Source: an optimization exercise on an open RTL-to-GDS flow (aim: small area). Production flows keep margins and buffers that such runs may drop.
RTL that was checked went through simulation tests only; none was proved equivalent to the original.
No driver is modelled on the clock port, so clock power and skew are understated where the tree is cut down; a real chip needs a root buffer or a tree.
Power and IR drop assume default switching activity.

==> module slpf, before the edit <==
module slpf (
    input               clk,
    input               rstn,
    input       [8:0]   cnt,
    input               ch,
    input       [11:0]  sdata,
    input               miso,
    output reg  [12:0]  f0,
    output reg  [12:0]  f1,
    output reg          fl0,
    output              last,
    output      [4:0]   ldv,
    output              xsh,
    output              fa
);
localparam [17:0] B = 18'h18358;
localparam [17:0] A = 18'h07ca8;
reg [29:0] R;
reg r0, r1, fl1, k;
function automatic ge9(input [8:0] x, input [8:0] k);
    integer b;
    reg r;
    begin
        r = 1'b1;
        for (b = 0; b < 9; b = b + 1)
            r = k[b] ? (x[b] & r) : (x[b] | r);
        ge9 = r;
    end
endfunction
function automatic in9(input [8:0] x, input [8:0] lo, input [8:0] hi);
    in9 = ge9(x, lo) & ~ge9(x, hi + 9'd1);
endfunction
wire c80  = (cnt == 9'd80);
wire win  = (cnt[8:4] == 5'd4) | c80;                       
assign xsh = ((cnt[8:4] == 5'd4) & cnt[3] & cnt[2]) | c80;   
wire p2   = cnt[8] & (cnt[5] | (cnt[4] & (cnt[3] | (cnt[2] & cnt[1] & cnt[0]))));  
assign last = cnt[8] & cnt[5] & cnt[1];                       
reg xj, fj;
always @* begin
    case (cnt[3:0])
        4'd7:    begin xj = miso;      fj = ch ? f1[0]  : f0[0];  end
        4'd8:    begin xj = sdata[1];  fj = ch ? f1[1]  : f0[1];  end
        4'd9:    begin xj = sdata[2];  fj = ch ? f1[2]  : f0[2];  end
        4'd10:   begin xj = sdata[3];  fj = ch ? f1[3]  : f0[3];  end
        4'd11:   begin xj = sdata[4];  fj = ch ? f1[4]  : f0[4];  end
        4'd12:   begin xj = sdata[5];  fj = ch ? f1[5]  : f0[5];  end
        4'd13:   begin xj = sdata[6];  fj = ch ? f1[6]  : f0[6];  end
        4'd14:   begin xj = sdata[7];  fj = ch ? f1[7]  : f0[7];  end
        4'd15:   begin xj = sdata[8];  fj = ch ? f1[8]  : f0[8];  end
        4'd0:    begin xj = sdata[9];  fj = ch ? f1[9]  : f0[9];  end
        4'd1:    begin xj = sdata[10]; fj = ch ? f1[10] : f0[10]; end
        default: begin xj = sdata[11]; fj = ch ? f1[11] : f0[11]; end
    endcase
end
wire j0  = (cnt[3:0] == 4'd7);
wire j11 = (cnt[3:1] == 3'd1);
wire rsel = ch ? r1 : r0;
wire fsel = ch ? fl1 : fl0;
wire kin  = j0 ? ~rsel : k;
wire hj   = fsel ? j11 : (~fj ^ kin ^ j11);
always @(posedge clk)
    k <= rstn & p2 & (last ? ch : (~fj & kin));
assign fa = k & ~p2;
wire lb = xsh ? sdata[11] : ~R[0];
wire mb = win ? (lb & ~fl0) : hj;
wire xb = p2 & xj;
wire e  = c80 | last;
reg [18:0] c;
always @* begin
    case ({e, mb, xb})
        3'b000:  c = 19'h0;
        3'b010:  c = -{1'b0, B};
        3'b001:  c = -{1'b0, A};
        3'b011:  c = 19'h60000;     
        3'b100:  c = 19'h20000;     
        3'b110:  c = {1'b0, A};
        3'b101:  c = {1'b0, B};
        default: c = 19'h0;
    endcase
end
wire [18:0] s;
wire [19:0] cy;
assign cy[0] = 1'b0;
genvar i;
generate for (i = 0; i < 19; i = i + 1) begin : g_add
    wire a = (i < 18) ? R[12 + i] : R[29];
    assign s[i]     = a ^ c[i] ^ cy[i];
    assign cy[i+1]  = (a & c[i]) | (cy[i] & (a ^ c[i]));
end endgenerate
wire [12:0] fnew = s[18:6];
wire        rr   = s[5];
assign      ldv  = {~s[1], ~s[2], ~s[3], ~s[4], s[5]};
always @(posedge clk)
    if (win || p2 || !rstn) R <= (last || !rstn) ? {18'h3ffff, s[0], R[11:1]} : {s, R[11:1]};
always @(posedge clk) begin
    if (last && !ch) begin f0 <= fnew; r0 <= rr; end
    if (last &&  ch) begin f1 <= fnew; r1 <= rr; end
end
always @(posedge clk)
    if (!rstn) begin
        fl0 <= 1'b1;
        fl1 <= 1'b1;
    end else if (last) begin
        if (ch) fl1 <= 1'b0;
        else    fl0 <= 1'b0;
    end
endmodule
==> module adc_ctrl, before the edit <==
module adc_ctrl (
    input                   clk,
    input                   rstn,
    input                   adc_ce,
    output  logic   [11:0]  adc_data0,
    output  logic   [11:0]  adc_data1,
    output  logic           adc_val,
    output          [17:0]  flt_data0,
    output          [17:0]  flt_data1,
    output  logic           flt_val,
    output                  adc_sclk,
    output                  adc_css,
    output                  adc_dout,
    input                   adc_din
);
wire [8:0]  cnt;
wire        ch;
wire [11:0] sdata;
wire [12:0] f0, f1;
wire        fl0, last, xsh, fa;
wire [4:0]  ldv;
adc128s022 adc128s022_u (
    .clk    ( clk       ),
    .rstn   ( rstn      ),
    .ce     ( adc_ce    ),
    .miso   ( adc_din   ),
    .fl0    ( fl0       ),
    .ld     ( last      ),
    .ldv    ( ldv       ),
    .xsh    ( xsh       ),
    .cnt    ( cnt       ),
    .ch     ( ch        ),
    .sdata  ( sdata     ),
    .sclk   ( adc_sclk  ),
    .css    ( adc_css   ),
    .mosi   ( adc_dout  )
);
slpf slpf_u (
    .clk    ( clk       ),
    .rstn   ( rstn      ),
    .cnt    ( cnt       ),
    .ch     ( ch        ),
    .sdata  ( sdata     ),
    .miso   ( adc_din   ),
    .f0     ( f0        ),
    .f1     ( f1        ),
    .fl0    ( fl0       ),
    .last   ( last      ),
    .ldv    ( ldv       ),
    .xsh    ( xsh       ),
    .fa     ( fa        )
);
always_ff @(posedge clk)
    if (cnt[8] & cnt[5] & ~cnt[1] & ~cnt[0] & ~ch) adc_data0 <= sdata;
assign adc_val = ((cnt[8] & cnt[5] & ~cnt[1] & cnt[0]) | (cnt == 9'd1)) & ch;
assign adc_data1 = sdata;
logic fb;
always_ff @(posedge clk) begin
    fb      <= rstn & fa;
    flt_val <= fb;
end
assign flt_data0 = {{5{f0[12]}}, f0};
assign flt_data1 = {{5{f1[12]}}, f1};
endmodule
==> flow/config.mk <==
export PLATFORM = sky130hd
export DESIGN_NAME = adc_ctrl
export DESIGN_NICKNAME = adc_ctrl
export VERILOG_FILES = /design/flow/design.v
export SDC_FILE = /design/flow/constraint.sdc
export NUM_CORES = 4
export LEC_CHECK = 0
export CAP_MARGIN = 20
export CORE_MARGIN = 2
export CORE_UTILIZATION = 75
export SLEW_MARGIN = 20
==> flow/constraint.sdc <==
create_clock -name core_clock -period 20.0 [get_ports {clk}]
set_input_delay 4.0000 -clock core_clock [delete_from_list [all_inputs] [get_ports {clk}]]
set_output_delay 4.0000 -clock core_clock [all_outputs]
set_load 0.01 [all_outputs]
standard.sh (not shown) runs the stock make flow with config.mk's settings and CLKGATE_MAP_FILE= SYNTH_SCRIPT=/design/flow/synth_recipe.tcl, a recipe that flattens the netlist after the stock synthesis.
==> flow/flow/run.sh <==
#!/bin/bash
# The standard layout (standard.sh) with these changes:
#  - synthesis: ABC maps for area (flow/synth.tcl); no full/half-adder cells
#  - the smallest buffer on the ports
#  - the clock tree built by flow/cts_pre.tcl instead of TritonCTS
set -euo pipefail
cd "$(dirname "$0")/.."
bash standard.sh \
  SYNTH_SCRIPT="$PWD/flow/synth.tcl" \
  ADDER_MAP_FILE= \
  BUFFER_PORTS_ARGS="-buffer_cell sky130_fd_sc_hd__buf_1" \
  PRE_CTS_TCL="$PWD/flow/cts_pre.tcl" \
  finish > flow_make.log 2>&1
Other scripts of this flow, unchanged in this note and not shown: flow/flow/cts_pre.tcl, flow/flow/synth.tcl, flow/flow/tree.tcl
The baseline finished with timing, DRC and antenna clean.
Then changed:
--- a/flow/design.v
+++ b/flow/design.v
@@ -102,4 +102,5 @@
 endfunction
 wire c80  = (cnt == 9'd80);
+wire c64  = (cnt == 9'd64);
 wire win  = (cnt[8:4] == 5'd4) | c80;                       
 assign xsh = ((cnt[8:4] == 5'd4) & cnt[3] & cnt[2]) | c80;   
@@ -127,10 +128,21 @@
 wire rsel = ch ? r1 : r0;
 wire fsel = ch ? fl1 : fl0;
-wire kin  = j0 ? ~rsel : k;
-wire hj   = fsel ? j11 : (~fj ^ kin ^ j11);
-always @(posedge clk)
-    k <= rstn & p2 & (last ? ch : (~fj & kin));
+wire fjz  = fj & ~fsel;
+wire kin  = j0 ? ~(rsel & ~fsel) : k;
+wire hj   = ~fjz ^ kin ^ j11;
+always @(posedge clk)
+    k <= rstn & p2 & (last ? ch : (~fjz & kin));
 assign fa = k & ~p2;
-wire lb = xsh ? sdata[11] : ~R[0];
+reg lh;
+always @* begin
+    case (cnt[2:0])
+        3'd4:    lh = sdata[11];
+        3'd5:    lh = sdata[10];
+        3'd6:    lh = sdata[9];
+        3'd7:    lh = sdata[8];
+        default: lh = sdata[7];
+    endcase
+end
+wire lb = xsh ? lh : ~R[0];
 wire mb = win ? (lb & ~fl0) : hj;
 wire xb = p2 & xj;
@@ -154,5 +166,5 @@
 genvar i;
 generate for (i = 0; i < 19; i = i + 1) begin : g_add
-    wire a = (i < 18) ? R[12 + i] : R[29];
+    wire a = ((i < 18) ? R[12 + i] : R[29]) | c64;
     assign s[i]     = a ^ c[i] ^ cy[i];
     assign cy[i+1]  = (a & c[i]) | (cy[i] & (a ^ c[i]));
@@ -162,5 +174,5 @@
 assign      ldv  = {~s[1], ~s[2], ~s[3], ~s[4], s[5]};
 always @(posedge clk)
-    if (win || p2 || !rstn) R <= (last || !rstn) ? {18'h3ffff, s[0], R[11:1]} : {s, R[11:1]};
+    if (win || p2) R <= {s, R[11:1]};
 always @(posedge clk) begin
     if (last && !ch) begin f0 <= fnew; r0 <= rr; end
@@ -205,5 +217,5 @@
     .ld     ( last      ),
     .ldv    ( ldv       ),
-    .xsh    ( xsh       ),
+    .xsh    ( 1'b0      ),
     .cnt    ( cnt       ),
     .ch     ( ch        ),
=> The new run finished with timing, DRC and antenna clean. Final cell count rises by 1.8%. Core utilization rises by 0.40 points. Via count rises by 0.80%. Wire length rises by 6.0%. Die area falls by 0.40%. Synthesized area falls by 0.43%. Clock power is about the same. Sequential cell count is unchanged. Synthesized cell count rises by 1.9%. Sequential power hardly moves. Global-route usage rises by 1.7 points. Design area barely changes. Critical path depth rises by 1.
Only the layout flow was run in the second run of this note; the RTL was not checked for function there. In every run of this note, the design's own scripts or RTL, not TritonCTS, make the clock network.

==> what the ideal ports hide <==
How much do the figures lean on ideal ports? The routed layouts below were timed once more, with nothing changed but the port constraints.
Step 1 assumes that a clkbuf_16 drives the clock port and a buf_2 every other input.
Step 2 moves the port delays by t, midway between the first and last clock arrival at a register: inputs arrive t later, outputs are due t later. That takes back most of the time a late clock gives input paths.
Slacks: ideal ports / drivers / drivers and shift; pairs: ideal ports / drivers.
| run | t, ns | setup WS [ns] | clock arrival spread, ns | worst register clock-pin slew, ns |
|---|---|---|---|---|
| the first run | 0.452 | 11.462 / 11.468 / 11.016 | 0.025 / 0.025 | 0.12 / 0.12 |
| the second run | 0.455 | 12.341 / 12.350 / 11.895 | 0.010 / 0.010 | 0.11 / 0.11 |
After both steps setup and hold are still met in every run listed.
